This is an optimization exercise on Yosys and OpenROAD, whose aim is small area, a short achievable clock period and few clock cycles, not a production implementation. RTL that was checked went through simulation tests only; none was proved equivalent to the original. The RTL of runs 2 to 7 was laid out without a check of its function. Power is estimated from default activity; no workload was simulated.

File: flow/run.sh
#!/bin/bash
# synth_recipe.tcl (not shown) runs the flow's synth.tcl, then flattens the netlist and writes it again
# the make line also repeats each setting of config.mk as NAME=value (left out here)
make -C /OpenROAD-flow-scripts/flow DESIGN_CONFIG=/design/flow/config.mk WORK_HOME=/design/flow/orfs CLKGATE_MAP_FILE= SYNTH_SCRIPT=/design/flow/synth_recipe.tcl finish
File: flow/config.mk
export PLATFORM = sky130hd
export DESIGN_NAME = SME
export DESIGN_NICKNAME = SME
export VERILOG_FILES = /design/flow/design.v
export SDC_FILE = /design/flow/constraint.sdc
export NUM_CORES = 4
export LEC_CHECK = 0
export CAP_MARGIN = 20
export CORE_MARGIN = 2
export CORE_UTILIZATION = 40
export SLEW_MARGIN = 20
File: flow/constraint.sdc
create_clock -name core_clock -period 6.5 [get_ports {clk}]
set_input_delay 1.3000 -clock core_clock [delete_from_list [all_inputs] [get_ports {clk}]]
set_output_delay 1.3000 -clock core_clock [all_outputs]
set_load 0.01 [all_outputs]
File: flow/design.v
module SME(clk,reset,chardata,isstring,ispattern,valid,match,match_index);
input clk;
input reset;
input [7:0] chardata;
input isstring;
input ispattern;
output reg match;
output [4:0] match_index;
output  valid;
reg [3:0]cur_state,next_state;
parameter IDLE=4'd0,STRING=4'd1,PATTERN=4'd2,STR_MATCH=4'd3,PAT_MATCH=4'd4,OUT=4'd5;
parameter wbeg=8'h5E,wend=8'h24,wany=8'h2E;
reg true;
reg new_str;
reg [31:0]vec_beg;
reg [5:0]strm_counter,patm_counter;
reg [5:0]string_counter,pattern_counter;
reg [7:0]string_data[31:0];
reg [7:0]pattern_data[31:0];
reg fir_match,match_finish2;
reg [5:0]string_number;
wire is_str,is_pat;
wire match_finish1;
assign is_str=isstring;
assign is_pat=ispattern;
assign valid=(cur_state==OUT)?1:0;
assign match_finish1=((cur_state==STR_MATCH)&(strm_counter==string_number))?1:0;
assign match_index=strm_counter-1; 
always @(posedge clk) begin
    match<=true;
end
always @(*) begin
    if(cur_state==PAT_MATCH)begin
       if((patm_counter==pattern_counter-1)&(true)) 
            match_finish2=1;
        else
            match_finish2=0;
    end
    else
        match_finish2=0;
end
wire pbeg=(pattern_data[0]==wbeg);
wire [5:0]fk=pbeg?6'd1:6'd0;
wire [7:0]fpc=pattern_data[fk];
wire [6:0]fq={1'b0,strm_counter};
wire [7:0]fsc=string_data[fq[4:0]];
reg fbeg_ok,fchr_ok;
always @(*) begin
    fbeg_ok=(~pbeg)|(strm_counter==0)|(string_data[strm_counter[4:0]-5'd1]==8'h20);
    if((fpc==wend)&(fk==pattern_counter-1))
        fchr_ok=(fq=={1'b0,string_number})|((fq<{1'b0,string_number})&(fsc==8'h20));
    else
        fchr_ok=(fq<{1'b0,string_number})&((fpc==wany)|(fpc==fsc));
end
always @(*) begin
    if(cur_state==STR_MATCH)
        fir_match=fbeg_ok&fchr_ok;
    else
        fir_match=0;
end
always @(posedge clk or posedge reset) begin
    if(reset)
        cur_state<=IDLE;
    else
        cur_state<=next_state;
end
always @(*) begin
    case (cur_state)
        IDLE:next_state=(is_str)?STRING:(is_pat)?PATTERN:IDLE;
        STRING:next_state=(is_str)?STRING:PATTERN;
        PATTERN:next_state=(ispattern)?PATTERN:STR_MATCH;
        STR_MATCH:begin
            if(match_finish1)
                next_state=OUT;
            else if(fir_match)
                next_state=PAT_MATCH;
            else
                next_state=STR_MATCH;
        end
        PAT_MATCH:begin
            if((true)|(patm_counter==0))begin
                if(match_finish2)
                    next_state=OUT;
                else 
                    next_state=PAT_MATCH;
            end
            else
            next_state=STR_MATCH;
        end
        OUT:next_state=(is_str)?STRING:(is_pat)?PATTERN:IDLE;
        default: next_state=IDLE;
    endcase    
end
always @(posedge clk) begin
    if(ispattern)
        new_str<=1;
    else if(is_str)
        new_str<=0;
end
always @(posedge clk or posedge reset) begin
    if(reset)
        string_counter<=0;
    else if(is_str)
       string_counter<=string_counter+1;
    else 
        string_counter<=0;
end
always @(posedge clk or posedge reset) begin
    if(reset)
        string_number<=0;
    else if(is_str)
        string_number<=string_counter+1;
end
always @(posedge clk or posedge reset) begin
    if(reset)
        pattern_counter<=0;
    else if(ispattern)
        pattern_counter<=pattern_counter+1;
    else if(match_finish2|match_finish1)
        pattern_counter<=0;
end
always @(posedge clk) begin
    if(is_str)
        string_data[string_counter]<=chardata;
end
always @(posedge clk) begin
    if(is_pat)
        pattern_data[pattern_counter]<=chardata;
end
always @(posedge clk or posedge reset) begin
    if(reset)
        strm_counter<=0;
    else if(cur_state==STR_MATCH)
        strm_counter<=strm_counter+1;
    else if(cur_state==OUT)
        strm_counter<=0;
end
always @(posedge clk or posedge reset) begin
    if(reset)
        patm_counter<=0;
    else if(cur_state==PAT_MATCH)begin
        patm_counter<=patm_counter+1;
    end
    else
        patm_counter<=0;
end
wire [7:0]tpc=pattern_data[patm_counter[4:0]];
wire [6:0]tq={1'b0,strm_counter}+{1'b0,patm_counter}-7'd1-{6'd0,pbeg};
wire [7:0]tsc=string_data[tq[4:0]];
always @(*) begin
    if(cur_state==PAT_MATCH)begin
        if(pbeg&(patm_counter==0))
            true=1;
        else if((tpc==wend)&(patm_counter==pattern_counter-1))
            true=(tq=={1'b0,string_number})|((tq<{1'b0,string_number})&(tsc==8'h20));
        else
            true=(tq<{1'b0,string_number})&((tpc==wany)|(tpc==tsc));
    end
    else
        true=0;
end
endmodule
==> flow_summary.json, run 1 <==
{
  "outcome": "complete, no violations",
  "worst-endpoint-arrival_ns": 6.51,
  "fp.coreArea_um2": 64500,
  "grt_pass1_vias": 16300,
  "cts-buffers-inserted": 57,
  "finalWeightedCongestion": 1.01,
  "cts_setup_buffers": 0,
  "postCtsHoldBufs": 0,
  "cts_tree": "yes",
  "drt_iter0_drc": 2026,
  "clock_latency_ns": 0.64,
  "grt_antenna_before_repair": 0,
  "p_seq_frac": 0.307,
  "comb_power_share": 0.424,
  "vias": 16200,
  "ctsHtreeMaxLevel": 2,
  "yosysUniqueCellTypes": 76,
  "timing.fmax_mhz": 167,
  "crit_family": "compound AO/OA/AOI/OAI gates",
  "start_util": 0.405,
  "clockBufferDepth": 3,
  "wl_per_cell_um": 30.5,
  "p_total_uw": 13300,
  "synth-edff-count": 512,
  "syn-instance-count": 1690,
  "crit_path_cell_trace": "nor3_1 -> and4_1 -> clkinv_1 -> fa_2 -> ha_1 -> fa_2 -> xnor2_4 -> clkinv_1 -> buf_4 -> buf_4 -> mux4_2 -> o21ai_0 -> o211a_1 -> or3_1 -> a2111oi_0 -> a31oi_1 -> o22ai_2 -> o21ai_1 -> and3_1 -> a211o_1",
  "clk_pin_slew_worst_paths_ns": 0.07,
  "antenna_left": 0,
  "final_cell_area_um2": 29300,
  "p_int_uw": 8390,
  "p_per_area_nw_per_um2": 454,
  "crit_fanout": 17,
  "drive_above_1_share": 0.183,
  "grt_util_met2": 0.384,
  "path_buf_inv": 4,
  "rsz0062_at_grt": "no",
  "fin_nets": 1762,
  "grt.met1_usage": 0.324,
  "p_switching_uw": 4900,
  "p_clk_frac": 0.268,
  "tightest_slew_ns": 1.08,
  "mostFrequentLayoutCells": "512 x edfxtp_1, 147 x mux4_2, 114 x mux2i_1",
  "yosysSeqAreaShare": 0.621,
  "synth_ff_type": "edfxtp_1",
  "synth_area_um2": 26100,
  "vias_per_cell": 6.21,
  "drcViolationCount": 0,
  "worst_slack_ns": 0.509,
  "synth_top_area_frac": 0.589,
  "die_x_um": 259,
  "ys_seq_elements": 546,
  "path_class": "reg -> reg",
  "numPortBuffers": 18,
  "dp_hpwl_mm": 54.5,
  "clock_skew_ns": 0.0438,
  "hold_path_startpoint": "strm_counter[5]$_DFFE_PP0P_",
  "die-area_um2": 67300,
  "dp_slack_ns": 0.565,
  "final_hold_viol_count": 0,
  "area_growth_pct": 12.2,
  "die_h_um": 259,
  "synth.largest_area_cell": "edfxtp_1",
  "final_common_cell": "edfxtp_1",
  "final_core_util": 0.455,
  "relSlewSlack": 0.281,
  "yosysWarningCount": 1,
  "ir_worst_vdd_mv": 0.443,
  "finalCritPeriodShare": 0.922,
  "startpoint_type": "flip-flop",
  "nFillCells": 5650,
  "dpl_cell_area_um2": 27200,
  "period_needed_ns": 5.99,
  "grt_pass1_wl_mm": 116,
  "avgSynthCellArea_um2": 15.4,
  "hold_class": "reg -> reg",
  "finalSetupViolations": 0,
  "slowest_delay_ns": 0.49,
  "synth_fp_nets": 1741,
  "multiInputGateArea_um2": 9300,
  "async_flop_share": 0.0604,
  "cts-root-buf": "clkbuf_16",
  "seqCellArea_um2": 16200,
  "grt_overflow": 0,
  "crit_slowest_cell": "a2111oi_0",
  "cp-startpoint": "pattern_data[0][0]$_DFFE_PP_",
  "cts_resized": 0,
  "maxCapViolCount": 0,
  "swShare": 0.368,
  "grt_busiest_layer": "met2",
  "fp-row-count": 93,
  "cp.required_ns": 7.02,
  "finalSetupTns_ns": 0,
  "use_met3": 0.0423,
  "ioPinCount": 19,
  "grt_use_total": 0.238,
  "wl_mm": 79.7,
  "p_leak_uw": 0.00933,
  "clock_sink_count": 546,
  "endpoint_kind": "flip-flop",
  "worstReg2RegStart": "pattern_data[0][0]$_DFFE_PP_",
  "first_pass_iters": 8,
  "grt_max_degree": 65,
  "drv_slew": 0,
  "synthTopCellsByArea": "edfxtp_1 59%, mux4_2 13%, mux2i_1 4.4%, dfrtp_1 3.2%, ha_1 1.8%"
}
worst reg2reg max path: cells and delay by family (launching register included):
kind            cells  cell delay [ns]
buf+inv             4             1.15
xor+xnor            1             0.19
fa+ha+maj           3             1.09
simple gates        4             1.14
flops               1             0.43
mux                 1             0.22
compound gates      7             1.66
worst paths after layout:
kind	slack, ns	depth (start not counted)	endpoint
setup / recovery	0.51	20	pattern_counter[4]$_DFFE_PP0P_
max in group asynchronous	5.08	3	patm_counter[1]$_DFF_PP0_
min in group asynchronous	1.06	3	string_number[1]$_DFFE_PP0P_
hold / removal	0.54	1	strm_counter[5]$_DFFE_PP0P_
hold reg to reg	0.54	1	strm_counter[5]$_DFFE_PP0P_
setup reg to reg	0.51	20	pattern_counter[4]$_DFFE_PP0P_
power groups by stage:
stage / clock network (uW) / logic [uW] / registers, uW
after floorplan: 0 / 3780 / 4100
after global placement: 0 / 5500 / 4150
after detailed placement: 0 / 5520 / 4160
after CTS: 3610 / 5540 / 4080
after global routing: 3750 / 5930 / 4100
final: 3570 / 5640 / 4090
synth_stat cells (12+ instances only):
| library cell | instances |
|---|---|
| nor2_1 | 113 |
| nand2_1 | 87 |
| nor3_1 | 20 |
| mux4_2 | 147 |
| mux2i_1 | 114 |
| nand3_1 | 89 |
| or3_1 | 12 |
| clkbuf_1 | 40 |
| nor4b_1 | 22 |
| buf_1 | 17 |
| nand4_1 | 24 |
| nor4_1 | 30 |
| a31oi_1 | 16 |
| o21ai_0 | 30 |
| buf_2 | 30 |
| a21oi_1 | 38 |
| dfrtp_1 | 33 |
| xnor2_1 | 27 |
| nor2b_1 | 14 |
| inv_1 | 41 |
| ha_1 | 37 |
| a22oi_1 | 19 |
| edfxtp_1 | 512 |
sequential cells by signal (all words and copies together), names as in the netlist:
register	flops
pattern_data	256
string_data	256
patm_counter	6
pattern_counter	6
string_counter	6
string_number	6
strm_counter	6
cur_state	3
match	1
final cells by class:
| cell class | instances | area share |
|---|---|---|
| Clock inverter | 44 | 0.0215 |
| Tap cell | 855 | 0.0365 |
| Timing Repair Buffer | 56 | 0.0149 |
| Clock buffer | 61 | 0.0492 |
| Inverter | 50 | 0.00641 |
| Multi-Input combinational cell | 1000 | 0.317 |
| Sequential cell | 546 | 0.554 |
| Antenna cell | 1 | 0.0000854 |
per-stage QoR:
stage,instances,hold WS [ns]
6_report,2613,0.535
4_1_cts,2612,0.540
3_3_place_gp,2507,0.527
3_5_place_dp,2507,0.531
2_1_floorplan,1690,0.483
5_1_grt,2612,0.573
metal layers:
metal	up-vias	share of wire
li1	6837	-
met1	8345	0.40
met2	880	0.47
met3	154	0.086
met4	0	0.040
met5	-	0
cell families after synthesis:
group | synth area share
AOI/OAI and AO/OA | 0.0462
xor gates and xnor gates | 0.0133
adders and majority gates | 0.0193
buffers and inverters | 0.0236
DFF | 0.621
muxes | 0.183
and+or+nand+nor | 0.0929
Testbench counts, summed over its fixed seeds: cycles 64,889.
==> run 2, diff against run 1 <==
==> flow/design.v (replaced) <==
module SME(clk,reset,chardata,isstring,ispattern,valid,match,match_index);
input clk;
input reset;
input [7:0] chardata;
input isstring;
input ispattern;
output match;
output [4:0] match_index;
output valid;
localparam N = 33;
reg [7:0] ring [0:N-1];
reg [N-1:0] vld;
reg [N-1:0] d;
reg [5:0] p;           
reg [3:0] m;           
reg [4:0] pm;          
reg str_r, pat_r, anch;
reg valid_r, match_r;
reg [4:0] idx_r;
wire first = ~pat_r;
wire newstr = isstring & ~str_r;
wire is_beg = (chardata == 8'h5E);
wire is_end = (chardata == 8'h24);
wire is_any = (chardata == 8'h2E);
integer i;
always @(posedge clk) begin
    ring[0] <= isstring ? chardata : ring[N-1];
    for (i = 1; i < N; i = i + 1)
        ring[i] <= ring[i-1];
    vld[0] <= isstring | (vld[N-1] & ~newstr);
    for (i = 1; i < N; i = i + 1)
        vld[i] <= vld[i-1] & ~newstr;
end
reg [N-1:0] sp, eq, begok, endok, x, d_next;
always @(*) begin
    for (i = 0; i < N; i = i + 1) begin
        sp[i] = (ring[i] == 8'h20);
        eq[i] = is_any | (ring[i] == chardata);
    end
    for (i = 0; i < N; i = i + 1) begin
        begok[i] = vld[i] & (~vld[(i+1)%N] | sp[(i+1)%N]);
        endok[i] = ~vld[(i+N-1)%N] | sp[(i+N-1)%N];
        x[i] = first ? vld[i] : anch ? begok[i] : (d[(i+1)%N] & vld[i]);
    end
    for (i = 0; i < N; i = i + 1)
        d_next[(i+1)%N] = is_end ? (d[i] & endok[i]) : (eq[i] & x[i]);
end
always @(posedge clk) d <= d_next;
reg [5:0] p_next;
reg [3:0] m_next;
always @(*) begin
    p_next = newstr ? 6'd0 : (p == N-1) ? 6'd0 : p + 6'd1;
    m_next = m;
    if (ispattern) begin
        if (first)
            m_next = is_beg ? 4'd0 : 4'd1;
        else if (!is_end)
            m_next = m + 4'd1;
    end
end
always @(posedge clk) begin
    p <= p_next;
    m <= m_next;
    pm <= p_next[4:0] - {1'b0, m_next} + 5'd1;
    anch <= first & is_beg;
end
always @(posedge clk or posedge reset) begin
    if (reset) begin
        str_r <= 1'b0;
        pat_r <= 1'b0;
        valid_r <= 1'b0;
    end else begin
        str_r <= isstring;
        pat_r <= ispattern;
        valid_r <= pat_r & ~ispattern;
    end
end
reg [N-1:0] lo;
reg [4:0] jl, jd;
reg wrap;
always @(*) begin
    for (i = 0; i < N; i = i + 1)
        lo[i] = d[i] & (i <= p);
    jl = 5'd0;
    jd = 5'd0;
    for (i = 0; i < N; i = i + 1) begin
        if (lo[i]) jl = i;
        if (d[i]) jd = i;
    end
    wrap = ~|lo;
end
always @(posedge clk) begin
    match_r <= |d;
    idx_r <= pm - (wrap ? jd : jl) + {4'd0, wrap};
end
assign valid = valid_r;
assign match = match_r;
assign match_index = idx_r;
endmodule
==> flow_summary.json, run 2 <==
{
  "largest_register": "ring",
  "yosysWarningCount": 2,
  "path_class": "reg -> reg",
  "tightest_slew_ns": 0.928,
  "largest_reg_flops": 264,
  "worst-endpoint-arrival_ns": 5.12,
  "die-area_um2": 37700,
  "start_util": 0.406,
  "cts-buffers-inserted": 37,
  "clock_skew_ns": 0.0225,
  "outcome": "complete, no violations",
  "r2r-end": "idx_r[4]$_DFF_P_",
  "drive_above_1_share": 0.0868,
  "rsz0062_at_grt": "no",
  "hold_path_end": "ring[13][3]$_DFF_P_",
  "synth_fp_nets": 1482,
  "area_growth_pct": 11.3,
  "grt_overflow": 0,
  "mostFrequentLayoutCells": "351 x dfxtp_1, 274 x xnor2_1, 131 x o21ai_0",
  "reg_top3": "ring (264), d (33), vld (33)",
  "avgSynthCellArea_um2": 9.97,
  "async_flop_share": 0.00845,
  "finalSetupTns_ns": 0,
  "finalSetupViolations": 0,
  "clock_latency_ns": 0.52,
  "grt_max_degree": 45,
  "grt_pass1_wl_mm": 60.6,
  "multiInputGateArea_um2": 6870,
  "synth_ff_type": "dfxtp_1",
  "drt_iter0_drc": 761,
  "yosysSeqAreaShare": 0.493,
  "wl_per_cell_um": 19.8,
  "synthTopCellsByCount": "352 x dfxtp_1, 274 x xnor2_1, 131 x o21ai_0",
  "ctsHtreeMaxLevel": 2,
  "finalCritPeriodShare": 0.726,
  "drcViolationCount": 0,
  "antenna_left": 0,
  "hold_depth": 0,
  "first_pass_iters": 5,
  "clk_pin_slew_worst_paths_ns": 0.06,
  "synth_area_um2": 14400,
  "wl_mm": 38.1,
  "vias": 10600,
  "synth.largest_area_cell": "dfxtp_1",
  "yosysMostFrequentCell": "dfxtp_1",
  "fp-row-count": 69,
  "hold_path_startpoint": "ring[12][3]$_DFF_P_",
  "postCtsHoldBufs": 0,
  "timing.fmax_mhz": 212,
  "clock_sink_count": 355,
  "cp.required_ns": 6.90,
  "die_x_um": 194,
  "cts-root-buf": "clkbuf_16",
  "rrSetupSlack_ns": 1.78,
  "synth-edff-count": 0,
  "timing.hold.ws_ns": 0.362,
  "ioPinCount": 19,
  "nFillCells": 3357,
  "drv_slew": 0,
  "final_common_cell": "dfxtp_1",
  "relSlewSlack": 0.380,
  "worstReg2RegStart": "p[0]$_DFF_P_",
  "syn-instance-count": 1449,
  "crit_fanout": 11,
  "vias_per_cell": 5.50,
  "cts_resized": 0,
  "numPortBuffers": 18,
  "p_per_area_nw_per_um2": 325,
  "cts_tree": "yes",
  "seqCellArea_um2": 7120,
  "dp_hpwl_mm": 25.4,
  "die_h_um": 194,
  "grt_pass1_vias": 10600,
  "rr_worst_depth": 20,
  "p_leak_uw": 0.00561,
  "grt_use_total": 0.199,
  "cts_setup_buffers": 0,
  "ir_worst_vdd_mv": 0.294,
  "ys_seq_elements": 355,
  "diodes": 0,
  "period_needed_ns": 4.72,
  "endpoint_kind": "flip-flop",
  "finalWeightedCongestion": 0.897,
  "synthTopCellsByArea": "dfxtp_1 49%, xnor2_1 17%, o21ai_0 4.5%, nand4_1 3.0%, nand3_1 2.6%",
  "fp.coreArea_um2": 35600,
  "grt_antenna_before_repair": 0,
  "fin_nets": 1472,
  "final_core_util": 0.452,
  "yosysUniqueCellTypes": 71,
  "maxCapViolCount": 0,
  "synth_top_area_frac": 0.488,
  "hold_class": "reg -> reg",
  "startpoint_type": "flip-flop",
  "final_hold_viol_count": 0,
  "clockBufferDepth": 3
}
==> run 2: layout make-up <==
cell class | count | area share
clock buffer | 53 | 0.0645
clock inverter | 10 | 0.00490
tap | 461 | 0.0359
sequential | 355 | 0.443
timing repair buffer | 33 | 0.0157
multi-input combinational | 976 | 0.427
inverter | 36 | 0.00841
==> run 2: through the flow <==
stage               setup WS (ns)  total power (uW)  std cells  area [um^2]
floorplan                    1.97              3100       1449        14400
global placement             1.68              3300       1861        15000
detailed placement           1.67              3310       1861        15000
CTS                          1.88              5270       1924        16100
global route                 1.48              5460       1924        16100
finish                       1.78              5230       1924        16100
==> run 2: critical path, cell delays in order, from the launching register on <==
cell and delay [ns]:
dfxtp_1 0.54, inv_1 0.12, ha_1 0.36, or2_1 0.34, and3_1 0.23, a2111oi_0 0.44, nand2_1 0.17, or4_1 0.66
nand2_1 0.12, o2bb2ai_1 0.11, o31ai_1 0.09, ha_1 0.28, inv_1 0.05, ha_1 0.15, inv_1 0.06, fa_1 0.39
inv_1 0.07, a21o_1 0.10, a21oi_1 0.07, xnor2_1 0.14, xnor2_1 0.12
==> run 2: cells by family after synthesis <==
kind of cell,share of synthesized area
AO/OA/AOI/OAI,0.108
XOR/XNOR,0.167
adder cells (fa/ha/maj),0.0192
buffers and inverters,0.0321
flip-flops,0.493
multiplexers,0.0229
AND/OR/NAND/NOR,0.158
==> run 2: worst max-delay path by stage <==
| stage | start | to | depth (start not counted) | slack [ns] |
|---|---|---|---|---|
| 5_1_grt | p[0]$_DFF_P_ | idx_r[4]$_DFF_P_ | 20 | 1.48 |
| 2_1_floorplan | chardata[0] | pm[4]$_DFF_P_ | 14 | 1.97 |
| 4_1_cts | p[0]$_DFF_P_ | idx_r[4]$_DFF_P_ | 20 | 1.88 |
| 3_5_place_dp | chardata[0] | pm[4]$_DFF_P_ | 13 | 1.67 |
| 6_report | p[0]$_DFF_P_ | idx_r[4]$_DFF_P_ | 20 | 1.78 |
| 3_3_place_gp | chardata[0] | pm[4]$_DFF_P_ | 13 | 1.68 |
==> run 2: report_power, final <==
| part | internal (uW) | switching (uW) | total, uW |
|---|---|---|---|
| logic | 373 | 377 | 750 |
| clock network | 1120 | 848 | 1960 |
| registers | 2350 | 173 | 2520 |
| total | 3830 | 1400 | 5230 |
==> run 2: routing by layer <==
layer,wire length (um),vias to the layer above,global-route usage
li1,-,5089,-
met1,18900,5158,0.293
met2,16900,280,0.310
met3,1670,52,0.0238
met4,701,0,0.0508
met5,0,-,0
==> run 3, diff against run 2 <==
--- a/flow/config.mk
+++ b/flow/config.mk
@@ -7,5 +7,6 @@
 export LEC_CHECK = 0
 export CAP_MARGIN = 20
 export CORE_MARGIN = 2
-export CORE_UTILIZATION = 40
+export CORE_UTILIZATION = 60
+export SETUP_SLACK_MARGIN = 4.0
 export SLEW_MARGIN = 20
==> flow_summary.json, run 3 <==
{
  "outcome": "complete, no violations",
  "avgSynthCellArea_um2": 9.97,
  "cts-root-buf": "clkbuf_16",
  "nFillCells": 1830,
  "rsz0062_at_grt": "yes",
  "final_common_cell": "dfxtp_1",
  "endpoint_kind": "flip-flop",
  "clock_sink_count": 355,
  "postCtsHoldBufs": 0,
  "die-area_um2": 25300,
  "finalSetupTns_ns": 0,
  "largest_register": "ring",
  "ir_worst_vdd_mv": 0.309,
  "finalWeightedCongestion": 0.904,
  "grt_max_degree": 44,
  "cp.required_ns": 6.90,
  "largest_reg_flops": 264,
  "path_class": "reg -> reg",
  "relSlewSlack": 0.487,
  "antenna_left": 0,
  "reg_top3": "ring (264), d (33), vld (33)",
  "mostFrequentLayoutCells": "345 x dfxtp_1, 274 x xnor2_1, 103 x o21ai_0",
  "cts_tree": "yes",
  "grt_use_total": 0.305,
  "synth_area_um2": 14400,
  "fp-row-count": 56,
  "start_util": 0.614,
  "cts-buffers-inserted": 36,
  "timing.hold.ws_ns": 0.368,
  "syn-instance-count": 1449,
  "synth-edff-count": 0,
  "finalSetupViolations": 0,
  "yosysMostFrequentCell": "dfxtp_1",
  "synth_top_area_frac": 0.488,
  "diodes": 0,
  "synth_fp_nets": 1482,
  "grt_pass1_vias": 11100,
  "p_per_area_nw_per_um2": 323,
  "worst-endpoint-arrival_ns": 4.31,
  "first_pass_iters": 6,
  "clockBufferDepth": 3,
  "finalCritPeriodShare": 0.602,
  "ioPinCount": 19,
  "fin_nets": 1522,
  "die_h_um": 159,
  "clk_pin_slew_worst_paths_ns": 0.06,
  "grt_overflow": 0,
  "area_growth_pct": 17.6,
  "dp_hpwl_mm": 24.3,
  "synth.largest_area_cell": "dfxtp_1",
  "tightest_slew_ns": 0.770,
  "maxCapViolCount": 0,
  "vias": 11000,
  "dpl_cell_area_um2": 14900,
  "grt_antenna_before_repair": 0,
  "drive_above_1_share": 0.165,
  "wl_mm": 39.3,
  "drcViolationCount": 0,
  "yosysWarningCount": 2,
  "clock_skew_ns": 0.0168,
  "drv_slew": 0,
  "ctsHtreeMaxLevel": 2,
  "ys_seq_elements": 355,
  "yosysUniqueCellTypes": 71,
  "final_core_util": 0.722,
  "wl_per_cell_um": 21.5,
  "fp.coreArea_um2": 23500,
  "synth_ff_type": "dfxtp_1",
  "clock_latency_ns": 0.52,
  "numPortBuffers": 18,
  "startpoint_type": "flip-flop",
  "crit_fanout": 8,
  "yosysSeqAreaShare": 0.493,
  "final_hold_viol_count": 0,
  "async_flop_share": 0.00845,
  "final_cell_area_um2": 17000,
  "p_leak_uw": 0.00607,
  "synthTopCellsByArea": "dfxtp_1 49%, xnor2_1 17%, o21ai_0 4.5%, nand4_1 3.0%, nand3_1 2.6%",
  "timing.fmax_mhz": 256,
  "hold_class": "reg -> reg",
  "period_needed_ns": 3.91,
  "synthTopCellsByCount": "352 x dfxtp_1, 274 x xnor2_1, 131 x o21ai_0",
  "drt_iter0_drc": 1141,
  "die_x_um": 159,
  "grt_pass1_wl_mm": 61.8,
  "vias_per_cell": 6.03
}
run 3: cell counts after synthesis:
No cell type changed its count.
run 3: power by group:
| group | switching, uW | total, uW | internal (uW) | leakage (uW) |
|---|---|---|---|---|
| combinational | 467 | 943 | 476 | 0.00252 |
| clock | 843 | 2030 | 1190 | 0.000582 |
| sequential | 160 | 2510 | 2350 | 0.00297 |
run 3: per-stage QoR:
stage	cells	total power, uW	setup WS, ns
final	1831	5490	2.59
after global routing	1831	5720	2.42
after CTS	1809	5430	2.58
after detailed placement	1717	3340	1.82
after global placement	1717	3320	1.89
after floorplan	1449	3140	2.15
run 3: layout make-up:
type	instances	area (um^2)	share of cell area
clock buffers	51	1070	0.0628
inverters	36	143	0.00840
well taps	319	399	0.0235
multi-input cells	977	7240	0.426
clock inverters	10	114	0.00670
flip-flops and latches	355	7150	0.421
repair buffers	83	880	0.0518
run 3: per-layer routing:
layer,up-vias,share of wire,track usage
met1,5340,0.44,0.415
met4,0,0.027,0.0934
li1,5189,-,-
met2,426,0.46,0.494
met5,-,0,0
met3,85,0.075,0.0576
run 3: logic make-up (layout without fill, tap and decap cells):
| group | Yosys count | count (layout) | share of synthesized area |
|---|---|---|---|
| multiplexers | 32 | 32 | 0.0229 |
| XOR/XNOR | 275 | 275 | 0.167 |
| adder cells (fa/ha/maj) | 21 | 21 | 0.0192 |
| AND/OR/NAND/NOR | 389 | 390 | 0.158 |
| buffers and inverters | 118 | 180 | 0.0321 |
| flip-flops | 355 | 355 | 0.493 |
| AO/OA/AOI/OAI | 259 | 259 | 0.108 |
run 3: path summary, 6_finish.rpt:
check | startpoint | cells past startpoint | slack, ns | endpoint
worst max-delay path | p[0]$_DFF_P_ | 16 | 2.59 | idx_r[4]$_DFF_P_
min in group asynchronous | reset | 2 | 0.95 | pat_r$_DFF_PP0_
worst min register to register | ring[16][7]$_DFF_P_ | 0 | 0.37 | ring[17][7]$_DFF_P_
max in group asynchronous | reset | 2 | 5.41 | str_r$_DFF_PP0_
worst max register to register | p[0]$_DFF_P_ | 16 | 2.59 | idx_r[4]$_DFF_P_
worst min-delay path | ring[16][7]$_DFF_P_ | 0 | 0.37 | ring[17][7]$_DFF_P_
run 3: critical path: stages, from the launching register on:
cell and delay (ns):
dfxtp_4 0.38, or3_4 0.43, o31ai_4 0.29, a31oi_4 0.13, a2111o_1 0.38, or4_4 0.55, buf_6 0.15, o21ai_2 0.15
a21oi_2 0.07, ha_1 0.33, inv_2 0.05, fa_2 0.39, inv_1 0.06, a21o_1 0.11, a21oi_2 0.06, xnor2_1 0.18
xnor2_1 0.09
run 3: what timing repair did:
action / 4_1_cts / 5_1_grt
endpoints found under the setup margin: 59 / 48
setup buffers: 27 / 18
gates cloned: 4 / 4
resized for setup: 75 / 61
pin swaps: 14 / 25
==> run 4, diff against run 3 <==
==> flow/design.v (replaced) <==
module SME(clk,reset,chardata,isstring,ispattern,valid,match,match_index);
input clk;
input reset;
input [7:0] chardata;
input isstring;
input ispattern;
output match;
output [4:0] match_index;
output valid;
localparam N = 33;
reg [7:0] ring [0:N-1];
reg [N-1:0] vld;
reg [N-1:0] d;
reg [5:0] p;           
reg [3:0] m;           
reg [4:0] pm;          
reg str_r, pat_r;
reg valid_r, match_r;
reg [4:0] idx_r;
wire first = ~pat_r;
wire newstr = isstring & ~str_r;
wire is_beg = (chardata == 8'h5E);
wire is_end = (chardata == 8'h24);
wire is_any = (chardata == 8'h2E);
wire [7:0] cc = (is_beg | is_end) ? 8'h20 : chardata;
integer i;
always @(posedge clk) begin
    ring[0] <= isstring ? chardata : ring[N-1];
    for (i = 1; i < N; i = i + 1)
        ring[i] <= ring[i-1];
    vld[0] <= isstring | (vld[N-1] & ~newstr);
    for (i = 1; i < N; i = i + 1)
        vld[i] <= vld[i-1] & ~newstr;
end
reg [N-1:0] eq, vb, ve, d_next;
always @(*) begin
    for (i = 0; i < N; i = i + 1) begin
        eq[i] = is_any | (ring[i] == cc);
        vb[i] = ~vld[i] & vld[(i+N-1)%N];    
        ve[i] = ~vld[i] & vld[(i+1)%N];      
    end
    for (i = 0; i < N; i = i + 1)
        d_next[(i+1)%N] = ((eq[i] & vld[i]) | (first & is_beg & vb[i]) | (is_end & ve[i]))
                          & (first | d[(i+1)%N]);
end
always @(posedge clk) d <= d_next;
reg [5:0] p_next;
reg [3:0] m_next;
always @(*) begin
    p_next = newstr ? 6'd0 : (p == N-1) ? 6'd0 : p + 6'd1;
    m_next = m;
    if (ispattern)
        m_next = first ? {3'd0, ~is_beg} : m + 4'd1;
end
always @(posedge clk) begin
    p <= p_next;
    m <= m_next;
    pm <= p_next[4:0] - {1'b0, m_next} + 5'd1;
end
always @(posedge clk or posedge reset) begin
    if (reset) begin
        str_r <= 1'b0;
        pat_r <= 1'b0;
        valid_r <= 1'b0;
    end else begin
        str_r <= isstring;
        pat_r <= ispattern;
        valid_r <= pat_r & ~ispattern;
    end
end
reg [N-1:0] lo;
reg [5:0] jl, jd;
always @(*) begin
    for (i = 0; i < N; i = i + 1)
        lo[i] = d[i] & (i <= p);
    jl = 6'd0;
    jd = 6'd0;
    for (i = 0; i < N; i = i + 1) begin
        if (lo[i]) jl = i;
        if (d[i]) jd = i;
    end
end
wire [4:0] idx_lo = pm - jl[4:0];
wire [4:0] idx_wr = pm - jd[4:0] + 5'd1;
always @(posedge clk) begin
    match_r <= |d;
    idx_r <= (|lo) ? idx_lo : idx_wr;
end
assign valid = valid_r;
assign match = match_r;
assign match_index = idx_r;
endmodule
==> flow_summary.json, run 4 <==
{
  "ctsHtreeMaxLevel": 2,
  "synth_fp_nets": 1484,
  "dp_hpwl_mm": 22.6,
  "grt_use_total": 0.331,
  "synthMuxAreaShare": 0.0102,
  "grt_busiest_layer": "met2",
  "worst_slack_ns": 3.07,
  "largest_reg_flops": 264,
  "cts-buffers-inserted": 36,
  "slowest_delay_ns": 0.53,
  "tightest_slew_ns": 0.628,
  "maxCapViolCount": 0,
  "drive_above_1_share": 0.194,
  "final_common_cell": "dfxtp_1",
  "synth_top_family_by_area": "compound AO/OA/AOI/OAI gates",
  "syn-instance-count": 1446,
  "fp-row-count": 56,
  "die-area_um2": 25000,
  "crit_family": "compound AO/OA/AOI/OAI gates",
  "timing.hold.ws_ns": 0.351,
  "drt_iter0_drc": 1066,
  "die_x_um": 158,
  "yosysUniqueCellTypes": 71,
  "p_per_area_nw_per_um2": 323,
  "start_util": 0.609,
  "clock_sink_count": 354,
  "finalWeightedCongestion": 0.915,
  "yosysWarningCount": 2,
  "synth_compound_area_frac": 0.160,
  "largest_register": "ring",
  "fin_nets": 1554,
  "synth_fa_ha_area_frac": 0.0244,
  "synth_top_area_frac": 0.493,
  "clk_pin_slew_worst_paths_ns": 0.06,
  "avgSynthCellArea_um2": 9.85,
  "antenna_left": 0,
  "synth_ff_type": "dfxtp_1",
  "rrSetupSlack_ns": 3.07,
  "die_h_um": 158,
  "critPathMostFrequentCell": "a21oi_2",
  "finalCritPeriodShare": 0.528,
  "ys_seq_elements": 354,
  "yosysSeqAreaShare": 0.499,
  "ioPinCount": 19,
  "synth_area_um2": 14200,
  "hold_class": "reg -> reg",
  "grt.met1_usage": 0.431,
  "grt_antenna_before_repair": 0,
  "endpoint_kind": "flip-flop",
  "drcViolationCount": 0,
  "crit_path_cell_trace": "ha_4 -> or4_4 -> o21ai_2 -> nand2b_1 -> a21oi_2 -> o311ai_2 -> a21oi_2 -> ha_2 -> inv_1 -> fa_2 -> a21o_1 -> a21oi_2 -> xor2_2 -> xor2_1 -> nor2_1 -> a21oi_1",
  "synthTopCellsByCount": "351 x dfxtp_1, 139 x xor2_1, 128 x a21oi_1",
  "drv_slew": 0,
  "cts-root-buf": "clkbuf_16",
  "mostFrequentLayoutCells": "342 x dfxtp_1, 138 x xor2_1, 115 x a21oi_1",
  "path_class": "reg -> reg",
  "cp.required_ns": 6.95,
  "startpoint_type": "flip-flop",
  "period_needed_ns": 3.43,
  "synth-edff-count": 0,
  "crit_slowest_cell": "or4_4",
  "path_buf_inv": 1,
  "reg_top3": "ring (264), d (33), vld (33)",
  "finalSetupViolations": 0,
  "numPortBuffers": 18,
  "dp_slack_ns": 2.17,
  "final_hold_viol_count": 0,
  "use_met3": 0.0676,
  "crit_fanout": 7,
  "diodes": 0,
  "rsz0062_at_grt": "yes",
  "clockBufferDepth": 3,
  "grt_util_met2": 0.547,
  "outcome": "complete, no violations",
  "worst-endpoint-arrival_ns": 3.88,
  "yosysMostFrequentCell": "dfxtp_1",
  "yosys.area_share.simple": 0.122,
  "ir_worst_vdd_mv": 0.234,
  "clock_skew_ns": 0.0218,
  "synthTopCellsByArea": "dfxtp_1 49%, xor2_1 8.5%, xnor2_1 6.6%, a21oi_1 4.5%, nor2_1 2.9%",
  "area_growth_pct": 24.2,
  "finalSetupTns_ns": 0,
  "grt_max_degree": 47,
  "p_leak_uw": 0.00737,
  "grt_overflow": 0,
  "grt_pass1_vias": 10700,
  "grt_pass1_wl_mm": 62.2,
  "synth.largest_area_cell": "dfxtp_1",
  "fp.coreArea_um2": 23400,
  "relSlewSlack": 0.581,
  "clock_latency_ns": 0.53,
  "p_total_uw": 5710,
  "vias_per_cell": 6.02,
  "timing.fmax_mhz": 291,
  "first_pass_iters": 5,
  "wl_mm": 41.3,
  "wl_per_cell_um": 22.2,
  "cts_tree": "yes",
  "vias": 11200,
  "postCtsHoldBufs": 0,
  "synthXorXnorAreaFrac": 0.151,
  "async_flop_share": 0.00847
}
[run 4: worst paths after layout]
kind                                     start             endpoint  cells past startpoint
hold reg to reg            ring[22][7]$_DFF_P_  ring[23][7]$_DFF_P_                      0
setup / recovery                  p[1]$_DFF_P_     idx_r[4]$_DFF_P_                     16
max in group asynchronous                reset      pat_r$_DFF_PP0_                      2
hold / removal             ring[22][7]$_DFF_P_  ring[23][7]$_DFF_P_                      0
min in group asynchronous                reset    valid_r$_DFF_PP0_                      2
setup reg to reg                  p[1]$_DFF_P_     idx_r[4]$_DFF_P_                     16
[run 4: layout make-up]
cell class / count / area, um^2
clock inverters: 14 / 159
well taps: 319 / 399
repair buffers: 109 / 1500
multi-input cells: 983 / 7380
flip-flops and latches: 354 / 7130
clock buffers: 49 / 1000
inverters: 32 / 123
fillers: 1603 / 5720
[run 4: per-layer routing]
metal,share of wire,vias to the layer above
met2,0.47,441
met3,0.065,116
met5,0,-
met4,0.035,0
li1,-,5215
met1,0.43,5417
[run 4: repair_timing]
action / CTS / global route
pin swaps: 59 / 30
setup buffers: 44 / 18
endpoints found under the hold margin: 0 / 0
resized for setup: 174 / 46
cloned: 17 / 1
endpoints found under the setup margin: 55 / 42
[run 4: power breakdown]
group | total [uW] | switching (uW) | internal [uW]
registers | 2540 | 188 | 2360
clock network | 2030 | 856 | 1170
logic | 1140 | 573 | 566
[run 4: logic make-up (layout without fill, tap and decap cells)]
logic type	Yosys count	in the layout
multiplexers	13	13
adder cells (fa/ha/maj)	26	26
AO/OA/AOI/OAI	356	356
flip-flops	354	354
AND/OR/NAND/NOR	340	342
buffers and inverters	111	204
XOR/XNOR	246	246
[run 4: through the flow]
step / std cells / utilization / instance area [um^2]
floorplan: 1446 / - / 14600
global placement: 1717 / 0.634 / 14800
detailed placement: 1717 / 0.634 / 14800
CTS: 1841 / 0.741 / 17300
global route: 1860 / 0.756 / 17700
finish: 1860 / 0.756 / 17700
==> run 5, diff against run 4 <==
--- a/flow/config.mk
+++ b/flow/config.mk
@@ -5,6 +5,7 @@
 export SDC_FILE = /design/flow/constraint.sdc
 export NUM_CORES = 4
 export LEC_CHECK = 0
+export ABC_AREA = 1
 export CAP_MARGIN = 20
 export CORE_MARGIN = 2
 export CORE_UTILIZATION = 60
==> flow_summary.json, run 5 <==
{
  "slowest_delay_ns": 0.39,
  "r2r-end": "idx_r[4]$_DFF_P_",
  "start_util": 0.616,
  "fin_nets": 1713,
  "clock_skew_ns": 0.0298,
  "mostFrequentLayoutCells": "346 x dfxtp_1, 216 x nand2_1, 135 x nor2_1",
  "hold_path_end": "ring[17][6]$_DFF_P_",
  "largest_reg_flops": 264,
  "cp.required_ns": 6.91,
  "ioPinCount": 19,
  "path_class": "reg -> reg",
  "synthTopCellsByCount": "351 x dfxtp_1, 230 x nand2_1, 150 x nor2_1",
  "outcome": "complete, no violations",
  "finalWeightedCongestion": 0.965,
  "antenna_left": 0,
  "synth_fp_nets": 1546,
  "drive_above_1_share": 0.240,
  "ctsHtreeMaxLevel": 2,
  "yosysSeqAreaShare": 0.525,
  "endpoint_kind": "flip-flop",
  "drcViolationCount": 0,
  "final_core_util": 0.814,
  "p_int_uw": 4120,
  "clk_pin_slew_worst_paths_ns": 0.06,
  "relSlewSlack": 0.509,
  "syn-instance-count": 1508,
  "grt_use_total": 0.385,
  "final_hold_viol_count": 0,
  "crit_slowest_cell": "dfxtp_4",
  "fp.coreArea_um2": 22000,
  "first_pass_iters": 8,
  "p_total_uw": 5880,
  "path_buf_inv": 2,
  "cts-buffers-inserted": 36,
  "vias": 12600,
  "p_clk_frac": 0.362,
  "critPathMostFrequentCell": "nand2_1",
  "wl_per_cell_um": 26.9,
  "finalSetupTns_ns": 0,
  "grt_pass1_wl_mm": 69.3,
  "cts-root-buf": "clkbuf_16",
  "maxCapViolCount": 0,
  "drv_slew": 0,
  "synth_top_area_frac": 0.519,
  "synthTopCellsByArea": "dfxtp_1 52%, xor2_1 7.2%, nand2_1 6.4%, xnor2_1 4.9%, nor2_1 4.2%",
  "ir_worst_vdd_mv": 0.548,
  "largest_register": "ring",
  "fp-row-count": 54,
  "die_h_um": 154,
  "period_needed_ns": 3.69,
  "diodes": 0,
  "async_flop_share": 0.00847,
  "avgSynthCellArea_um2": 8.97,
  "synth-edff-count": 0,
  "vias_per_cell": 6.33,
  "numPortBuffers": 18,
  "grt_overflow": 0,
  "clockBufferDepth": 3,
  "p_seq_frac": 0.430,
  "p_leak_uw": 0.00756,
  "drt_iter0_drc": 1603,
  "clock_sink_count": 354,
  "grt_max_degree": 33,
  "area_growth_pct": 32.1,
  "wl_mm": 53.2,
  "rrSetupSlack_ns": 2.81,
  "finalSetupViolations": 0,
  "p_switching_uw": 1760,
  "hold_path_startpoint": "ring[16][6]$_DFF_P_",
  "die_x_um": 154,
  "postCtsHoldBufs": 0,
  "yosysUniqueCellTypes": 48,
  "yosysMostFrequentCell": "dfxtp_1",
  "worst-endpoint-arrival_ns": 4.10,
  "die-area_um2": 23800,
  "grt_pass1_vias": 11800,
  "crit_family": "simple AND/OR/NAND/NOR gates",
  "hold_class": "reg -> reg",
  "comb_power_share": 0.209,
  "synth_ff_type": "dfxtp_1",
  "dpl_cell_area_um2": 14100,
  "worstReg2RegStart": "p[0]$_DFF_P_",
  "tightest_slew_ns": 0.735,
  "synth.largest_area_cell": "dfxtp_1",
  "rr_worst_depth": 43,
  "reg_top3": "ring (264), d (33), vld (33)",
  "swShare": 0.300,
  "final_common_cell": "dfxtp_1",
  "final_cell_area_um2": 17900,
  "clock_latency_ns": 0.54,
  "grt_antenna_before_repair": 0,
  "synth_area_um2": 13500,
  "hold_depth": 0,
  "p_per_area_nw_per_um2": 329,
  "timing.hold.ws_ns": 0.357,
  "yosysWarningCount": 2,
  "crit_fanout": 4,
  "finalCritPeriodShare": 0.568,
  "ys_seq_elements": 354,
  "rsz0062_at_grt": "yes",
  "cts_tree": "yes",
  "dp_hpwl_mm": 25.0,
  "startpoint_type": "flip-flop",
  "timing.fmax_mhz": 271
}
## run 5: cell types whose count changed after synthesis, moves of 26 or more
| cell | previous run | this run |
|---|---|---|
| or2_2 | 4 | 36 |
| a21oi_1 | 128 | 24 |
| o22a_1 | 33 | 0 |
| xor2_1 | 139 | 111 |
| inv_1 | 32 | 138 |
| nand3_1 | 11 | 37 |
| nand2_1 | 70 | 230 |
| and2_1 | 34 | 0 |
| xnor2_1 | 107 | 76 |
| a21o_1 | 40 | 0 |
| nor2_1 | 110 | 150 |
| o22ai_1 | 38 | 68 |
## run 5: kinds of logic (layout without fill, tap and decap cells)
logic type	after synthesis	in the layout	synth area share
fa+ha+maj	26	26	0.0257
simple gates	548	550	0.180
flops	354	354	0.525
compound gates	195	195	0.0889
buf+inv	196	388	0.0577
xor+xnor	187	187	0.121
mux	2	2	0.00157
## run 5: worst max path at each step
stage                            end  slack [ns]          from  cells past startpoint
floorplan           idx_r[4]$_DFF_P_        3.12  p[0]$_DFF_P_                     43
global placement        d[9]$_DFF_P_        1.65   chardata[7]                     14
detailed placement      d[9]$_DFF_P_        1.62   chardata[7]                     14
CTS                 idx_r[4]$_DFF_P_        2.75  p[0]$_DFF_P_                     43
global route        idx_r[4]$_DFF_P_        2.36  p[0]$_DFF_P_                     43
finish              idx_r[4]$_DFF_P_        2.81  p[0]$_DFF_P_                     43
## run 5: per-stage QoR
stage	instances	setup slack [ns]
6_report	1982	2.81
5_1_grt	1982	2.36
4_1_cts	1940	2.75
3_5_place_dp	1765	1.62
3_3_place_gp	1765	1.65
2_1_floorplan	1508	3.12
## run 5: cell type report
type	instances	area, um^2
fillers	1189	4090
multi-input cells	960	6560
clock buffers	57	1070
inverters	142	603
clock inverters	8	120
flip-flops and latches	354	7110
repair inverters	11	146
repair buffers	170	1910
well taps	280	350
## run 5: power groups by stage
stage	registers [uW]	logic (uW)	clock network [uW]
2_1_floorplan	2490	678	0
3_3_place_gp	2540	884	0
3_5_place_dp	2540	901	0
4_1_cts	2500	1110	2090
5_1_grt	2530	1320	2200
6_report	2530	1230	2130
## run 5: per-layer routing
layer | up-vias | track usage | part of all wire
met2 | 965 | 0.645 | 0.45
met4 | 0 | 0.213 | 0.094
met5 | - | 0 | 0
met3 | 342 | 0.0719 | 0.11
met1 | 5944 | 0.468 | 0.34
li1 | 5302 | - | -
## run 5: worst register-to-register path, delay by kind of cell, from the launching register on
family                   cells  cell delay, ns
flip-flops                   1            0.39
multiplexers                 1            0.08
XOR/XNOR                     2            0.26
adder cells (fa/ha/maj)      3            0.70
AND/OR/NAND/NOR             34            1.95
AO/OA/AOI/OAI                1            0.13
buffers and inverters        2            0.09
## run 5: repair_timing
item / 4_1_cts / 5_1_grt
pin swaps: 86 / 80
buffers inserted: 94 / 41
endpoints found under the setup margin: 58 / 41
resized for setup: 247 / 68
gates cloned: 16 / 1
==> run 6, diff against run 5 <==
==> flow/config.mk (replaced) <==
export PLATFORM = sky130hd
export DESIGN_NAME = SME
export DESIGN_NICKNAME = SME
export VERILOG_FILES = /design/flow/design.v
export SDC_FILE = /design/flow/constraint.sdc
export NUM_CORES = 4
export LEC_CHECK = 0
export CAP_MARGIN = 20
export CORE_MARGIN = 2
export CORE_UTILIZATION = 40
export SLEW_MARGIN = 20
==> flow_summary.json, run 6 <==
{
  "comb_power_share": 0.160,
  "die-area_um2": 37100,
  "synth_ff_type": "dfxtp_1",
  "cts_setup_buffers": 0,
  "finalSetupTns_ns": 0,
  "synth-edff-count": 0,
  "multiInputGateArea_um2": 6670,
  "timing.hold.ws_ns": 0.347,
  "drt_iter0_drc": 566,
  "nFillCells": 3259,
  "period_needed_ns": 4.15,
  "synthTopCellsByArea": "dfxtp_1 49%, xor2_1 8.5%, xnor2_1 6.6%, a21oi_1 4.5%, nor2_1 2.9%",
  "syn-instance-count": 1446,
  "reg_top3": "ring (264), d (33), vld (33)",
  "yosysSeqAreaShare": 0.499,
  "finalWeightedCongestion": 0.943,
  "tightest_slew_ns": 0.888,
  "largest_reg_flops": 264,
  "dp_hpwl_mm": 22.3,
  "grt_use_total": 0.181,
  "synthTopCellsByCount": "351 x dfxtp_1, 139 x xor2_1, 128 x a21oi_1",
  "wl_per_cell_um": 16.9,
  "hold_class": "reg -> reg",
  "postCtsHoldBufs": 0,
  "p_int_uw": 4100,
  "fin_nets": 1479,
  "numPortBuffers": 18,
  "vias_per_cell": 5.24,
  "yosysMostFrequentCell": "dfxtp_1",
  "drive_above_1_share": 0.0722,
  "path_class": "reg -> reg",
  "async_flop_share": 0.00847,
  "startpoint_type": "flip-flop",
  "clk_pin_slew_worst_paths_ns": 0.06,
  "cts-root-buf": "clkbuf_16",
  "mostFrequentLayoutCells": "351 x dfxtp_1, 139 x xor2_1, 128 x a21oi_1",
  "clock_sink_count": 354,
  "ir_worst_vdd_mv": 0.208,
  "yosysUniqueCellTypes": 71,
  "grt_antenna_before_repair": 0,
  "finalCritPeriodShare": 0.639,
  "final_common_cell": "dfxtp_1",
  "cts_tree": "yes",
  "final_hold_viol_count": 0,
  "clock_latency_ns": 0.53,
  "diodes": 0,
  "finalSetupViolations": 0,
  "clock_skew_ns": 0.0184,
  "synth_top_area_frac": 0.493,
  "synth.largest_area_cell": "dfxtp_1",
  "area_growth_pct": 12.5,
  "ys_seq_elements": 354,
  "ioPinCount": 19,
  "grt_pass1_wl_mm": 53.6,
  "clockBufferDepth": 3,
  "ctsHtreeMaxLevel": 2,
  "p_leak_uw": 0.00652,
  "outcome": "complete, no violations",
  "worst-endpoint-arrival_ns": 4.61,
  "p_clk_frac": 0.389,
  "grt_overflow": 0,
  "drv_slew": 0,
  "die_h_um": 193,
  "die_x_um": 193,
  "relSlewSlack": 0.408,
  "maxCapViolCount": 0,
  "p_switching_uw": 1500,
  "synth_fp_nets": 1484,
  "wl_mm": 32.7,
  "rsz0062_at_grt": "no",
  "p_seq_frac": 0.451,
  "antenna_left": 0,
  "avgSynthCellArea_um2": 9.85,
  "seqCellArea_um2": 7100,
  "first_pass_iters": 6,
  "yosysWarningCount": 2,
  "endpoint_kind": "flip-flop",
  "p_per_area_nw_per_um2": 350,
  "cp.required_ns": 6.95,
  "synth_area_um2": 14200,
  "largest_register": "ring",
  "start_util": 0.403,
  "fp-row-count": 69,
  "fp.coreArea_um2": 35300,
  "grt_pass1_vias": 9949,
  "swShare": 0.269,
  "drcViolationCount": 0,
  "crit_fanout": 13,
  "cts-buffers-inserted": 38,
  "vias": 10100,
  "timing.fmax_mhz": 241,
  "cts_resized": 0,
  "grt_max_degree": 69
}
==> run 6: cell types whose count changed in the layout (fill, tap and decap cells not counted), sizes merged, moves of 26 or more <==
cell / before / now
and2: 0 / 34
a21o: 0 / 40
xor2: 111 / 139
nand2: 231 / 72
inv: 146 / 33
a21oi: 25 / 128
o22a: 0 / 33
xnor2: 76 / 107
nor2: 154 / 111
buf: 160 / 20
nand3: 37 / 11
or2: 36 / 5
o22ai: 68 / 38
==> run 6: power groups by stage <==
stage / registers, uW / logic [uW] / clock network, uW
5_1_grt: 2550 / 1000 / 2330
2_1_floorplan: 2500 / 720 / 0
6_report: 2530 / 897 / 2180
3_3_place_gp: 2570 / 880 / 0
3_5_place_dp: 2570 / 902 / 0
4_1_cts: 2530 / 909 / 2230
==> run 6: kinds of logic (layout without fill, tap and decap cells) <==
group           after synthesis  count (layout)  synth area share
fa+ha+maj                    26              26            0.0244
simple gates                340             340             0.122
xor+xnor                    246             246             0.151
compound gates              356             356             0.160
buf+inv                     111             133            0.0342
mux                          13              13            0.0102
flops                       354             354             0.499
==> run 6: cell type report <==
class | count | share of cell area
sequential | 354 | 0.443
multi-input combinational | 981 | 0.416
clock buffer | 53 | 0.0666
tap | 461 | 0.0360
timing repair buffer | 34 | 0.0175
clock inverter | 14 | 0.0127
inverter | 32 | 0.00750
==> run 6: critical path, stage by stage (launching register included) <==
cell	delay [ns]
dfxtp_1	0.56
inv_1	0.12
ha_1	0.32
or4_1	0.52
o21ai_0	0.30
nand2b_1	0.09
a21oi_1	0.15
o311ai_0	0.21
a21oi_1	0.24
ha_1	0.17
inv_1	0.06
fa_1	0.41
a21o_1	0.20
a21oi_1	0.17
xor2_1	0.23
xor2_1	0.17
nor2_1	0.05
a21oi_1	0.10
==> run 6: worst paths after layout <==
kind	cells after the start	slack, ns	start	to
max reg2reg	17	2.35	p[0]$_DFF_P_	idx_r[4]$_DFF_P_
min reg2reg	0	0.35	ring[29][1]$_DFF_P_	ring[30][1]$_DFF_P_
min	0	0.35	ring[29][1]$_DFF_P_	ring[30][1]$_DFF_P_
min in group asynchronous	2	0.95	reset	str_r$_DFF_PP0_
max in group asynchronous	2	5.42	reset	valid_r$_DFF_PP0_
max	17	2.35	p[0]$_DFF_P_	idx_r[4]$_DFF_P_
==> run 6: stage by stage <==
stage | utilization | total power, uW | instance area, um^2 | worst slack, ns | instances
after CTS | 0.454 | 5670 | 16000 | 2.37 | 1929
after global placement | 0.418 | 3450 | 14700 | 2.02 | 1862
final | 0.454 | 5600 | 16000 | 2.35 | 1929
after detailed placement | 0.418 | 3480 | 14700 | 1.98 | 1862
after global routing | 0.454 | 5880 | 16000 | 2.09 | 1929
after floorplan | - | 3220 | 14200 | 2.89 | 1446
==> run 6: metal layers <==
metal	vias up	global-route usage	part of all wire
met3	53	0.0253	0.045
met5	-	0	0
met2	217	0.294	0.45
met1	4789	0.246	0.48
met4	0	0.0608	0.026
li1	5043	-	-
==> run 7, diff against run 6 <==
--- a/flow/design.v
+++ b/flow/design.v
@@ -14,6 +14,8 @@
 reg [5:0] p;           
 reg [3:0] m;           
 reg [4:0] pm;          
+reg [4:0] pm1;         
+reg [N-1:0] le;        
 reg str_r, pat_r;
 reg valid_r, match_r;
 reg [4:0] idx_r;
@@ -56,6 +58,9 @@
     p <= p_next;
     m <= m_next;
     pm <= p_next[4:0] - {1'b0, m_next} + 5'd1;
+    pm1 <= p_next[4:0] - {1'b0, m_next} + 5'd2;
+    for (i = 0; i < N; i = i + 1)
+        le[i] <= (i <= p_next);
 end
 always @(posedge clk or posedge reset) begin
     if (reset) begin
@@ -72,7 +77,7 @@
 reg [5:0] jl, jd;
 always @(*) begin
     for (i = 0; i < N; i = i + 1)
-        lo[i] = d[i] & (i <= p);
+        lo[i] = d[i] & le[i];
     jl = 6'd0;
     jd = 6'd0;
     for (i = 0; i < N; i = i + 1) begin
@@ -81,7 +86,7 @@
     end
 end
 wire [4:0] idx_lo = pm - jl[4:0];
-wire [4:0] idx_wr = pm - jd[4:0] + 5'd1;
+wire [4:0] idx_wr = pm1 - jd[4:0];
 always @(posedge clk) begin
     match_r <= |d;
     idx_r <= (|lo) ? idx_lo : idx_wr;
--- a/flow/config.mk
+++ b/flow/config.mk
@@ -5,7 +5,9 @@
 export SDC_FILE = /design/flow/constraint.sdc
 export NUM_CORES = 4
 export LEC_CHECK = 0
+export ABC_AREA = 1
 export CAP_MARGIN = 20
 export CORE_MARGIN = 2
-export CORE_UTILIZATION = 40
+export CORE_UTILIZATION = 60
+export SETUP_SLACK_MARGIN = 4.0
 export SLEW_MARGIN = 20
==> flow_summary.json, run 7 <==
{
  "die-area_um2": 25100,
  "startpoint_type": "flip-flop",
  "vias_per_cell": 5.70,
  "numPortBuffers": 18,
  "worstReg2RegStart": "d[5]$_DFF_P_",
  "worst-endpoint-arrival_ns": 3.82,
  "start_util": 0.610,
  "yosysWarningCount": 2,
  "ys_seq_elements": 392,
  "postCtsHoldBufs": 0,
  "timing.fmax_mhz": 294,
  "synth_fp_nets": 1561,
  "outcome": "complete, no violations",
  "relSlewSlack": 0.429,
  "grt_overflow": 0,
  "ir_worst_vdd_mv": 0.306,
  "cts-root-buf": "clkbuf_16",
  "p_leak_uw": 0.00794,
  "hold_class": "reg -> reg",
  "die_h_um": 158,
  "final_hold_viol_count": 0,
  "cts_tree": "yes",
  "nFillCells": 1468,
  "period_needed_ns": 3.40,
  "synth_area_um2": 14300,
  "synth.largest_area_cell": "dfxtp_1",
  "cts-buffers-inserted": 40,
  "mostFrequentLayoutCells": "386 x dfxtp_1, 237 x nand2_1, 123 x nor2_1",
  "fin_nets": 1729,
  "finalWeightedCongestion": 0.875,
  "diodes": 0,
  "p_per_area_nw_per_um2": 347,
  "fp.coreArea_um2": 23400,
  "clock_sink_count": 392,
  "grt_use_total": 0.344,
  "ioPinCount": 19,
  "vias": 11700,
  "cp-startpoint": "d[5]$_DFF_P_",
  "area_growth_pct": 30.5,
  "antenna_left": 0,
  "wl_per_cell_um": 22.1,
  "wl_mm": 45.2,
  "grt_pass1_wl_mm": 64.4,
  "die_x_um": 158,
  "drt_iter0_drc": 960,
  "grt_antenna_before_repair": 4,
  "largest_register": "ring",
  "maxCapViolCount": 0,
  "drive_above_1_share": 0.235,
  "grt_max_degree": 37,
  "yosysSeqAreaShare": 0.550,
  "finalCritPeriodShare": 0.523,
  "finalSetupTns_ns": 0,
  "yosysUniqueCellTypes": 58,
  "path_class": "reg -> reg",
  "final_common_cell": "dfxtp_1",
  "hold_depth": 0,
  "drv_slew": 0,
  "grt_pass1_vias": 11400,
  "largest_reg_flops": 264,
  "synth_top_area_frac": 0.545,
  "syn-instance-count": 1529,
  "first_pass_iters": 6,
  "clk_pin_slew_worst_paths_ns": 0.06,
  "drcViolationCount": 0,
  "yosysMostFrequentCell": "dfxtp_1",
  "clock_skew_ns": 0.0155,
  "rr_worst_depth": 36,
  "critPathMostFrequentCell": "nand2_1",
  "timing.hold.ws_ns": 0.357,
  "synthTopCellsByCount": "389 x dfxtp_1, 250 x nand2_1, 133 x nor2_1",
  "synthTopCellsByArea": "dfxtp_1 55%, xor2_1 6.6%, nand2_1 6.6%, xnor2_1 5.1%, nor2_1 3.5%",
  "fp-row-count": 56,
  "cp.required_ns": 6.92,
  "endpoint_kind": "flip-flop",
  "synth_ff_type": "dfxtp_1",
  "avgSynthCellArea_um2": 9.34,
  "crit_slowest_cell": "dfxtp_1",
  "dp_hpwl_mm": 23.3,
  "clock_latency_ns": 0.54,
  "synth-edff-count": 0,
  "slowest_delay_ns": 0.43,
  "finalSetupViolations": 0,
  "async_flop_share": 0.00765,
  "hold_path_startpoint": "ring[30][5]$_DFF_P_",
  "ctsHtreeMaxLevel": 2,
  "tightest_slew_ns": 0.851,
  "rsz0062_at_grt": "yes",
  "crit_fanout": 5,
  "clockBufferDepth": 3
}
==> run 7: area by class of cell <==
class / instances / area (um^2) / share of cell area
repair buffers: 163 / 1750 / 0.0941
clock buffers: 52 / 1140 / 0.0610
flip-flops and latches: 392 / 7870 / 0.422
repair inverters: 6 / 68.8 / 0.00369
well taps: 319 / 399 / 0.0214
clock inverters: 22 / 277 / 0.0148
multi-input cells: 964 / 6580 / 0.353
inverters: 130 / 554 / 0.0297
==> run 7: final timing paths <==
| kind | endpoint | slack [ns] |
|---|---|---|
| setup / recovery | idx_r[4]$_DFF_P_ | 3.10 |
| hold / removal | ring[31][5]$_DFF_P_ | 0.36 |
| setup reg to reg | idx_r[4]$_DFF_P_ | 3.10 |
| hold reg to reg | ring[31][5]$_DFF_P_ | 0.36 |
| max in group asynchronous | valid_r$_DFF_PP0_ | 5.43 |
| min in group asynchronous | str_r$_DFF_PP0_ | 0.93 |
==> run 7: stage by stage <==
step / worst slack [ns] / instance area [um^2] / std cells / total power [uW] / utilization
detailed placement: 1.44 / 14800 / 1829 / 3670 / 0.632
floorplan: 3.02 / 14400 / 1529 / 3420 / -
global route: 2.75 / 18600 / 2048 / 6690 / 0.796
global placement: 1.55 / 14800 / 1829 / 3660 / 0.632
finish: 3.10 / 18600 / 2048 / 6460 / 0.796
CTS: 3.09 / 18000 / 2020 / 6320 / 0.768
==> run 7: critical path, delay by kind of cell, from the launching register on <==
family,cells,cell delay (ns)
adder cells (fa/ha/maj),2,0.53
AND/OR/NAND/NOR,27,1.66
XOR/XNOR,1,0.18
flip-flops,1,0.43
buffers and inverters,1,0.04
AO/OA/AOI/OAI,5,0.45
==> run 7: layer usage <==
layer  vias to the layer above  GRT usage  routed length, um
li1                       5363          -                  -
met1                      5587      0.421              17900
met2                       529      0.583              22000
met3                       181     0.0645               2810
met4                         4      0.173               2540
met5                         -          0                 23
==> run 7: power by group <==
part	internal, uW	switching [uW]	total [uW]
registers	2630	145	2770
logic	564	670	1230
clock network	1480	973	2450
==> run 7: timing repair <==
item | in CTS | in global routing
pin swaps | 88 | 87
resized for setup | 216 | 81
setup endpoints to repair | 91 | 55
cloned | 14 | 2
buffers inserted | 103 | 25
==> run 7: cells by family after synthesis <==
group                      after synthesis  share of synthesized area
AOI/OAI and AO/OA                      211                     0.0946
xor gates and xnor gates               192                      0.118
adders and majority gates               20                     0.0191
buffers and inverters                  177                     0.0509
DFF                                    392                      0.550
muxes                                    1                   0.000701
other                                    1                   0.000262
and+or+nand+nor                        535                      0.166

==> separate check: timing with driven ports <==
The results above use ideal ports. As a check the final layouts listed here were re-extracted and re-timed, cells and wires unchanged.
Step 1 assumes that a clkbuf_16 drives the clock port and a buf_2 every other input.
Step 2 also shifts input and output timing later by t, the mid clock arrival at the registers, as if the neighbouring blocks saw the same clock.
a / b / c = ideal ports / drivers / drivers and shift; a / b = the first two.
| run | shift t [ns] | slack for setup (ns) | worst data-port slew with drivers (ns) | cell pins on the clock port's net |
|---|---|---|---|---|
| run 1 | 0.687 | 0.509 / 0.509 / 0.509 | 0.06 | 1 |
| run 2 | 0.559 | 1.780 / 1.780 / 1.675 | 0.04 | 1 |
| run 3 | 0.565 | 2.587 / 2.587 / 2.091 | 0.04 | 1 |
| run 4 | 0.571 | 3.066 / 3.066 / 2.961 | 0.09 | 1 |
| run 5 | 0.581 | 2.805 / 2.805 / 2.578 | 0.12 | 1 |
| run 6 | 0.572 | 2.347 / 2.347 / 1.955 | 0.03 | 1 |
| run 7 | 0.580 | 3.099 / 3.099 / 2.840 | 0.07 | 1 |
After both steps every run listed still meets setup and hold. The setup slack of run 3, which loses most, moves by 0.000 ns with the drivers and by -0.496 ns with both steps.
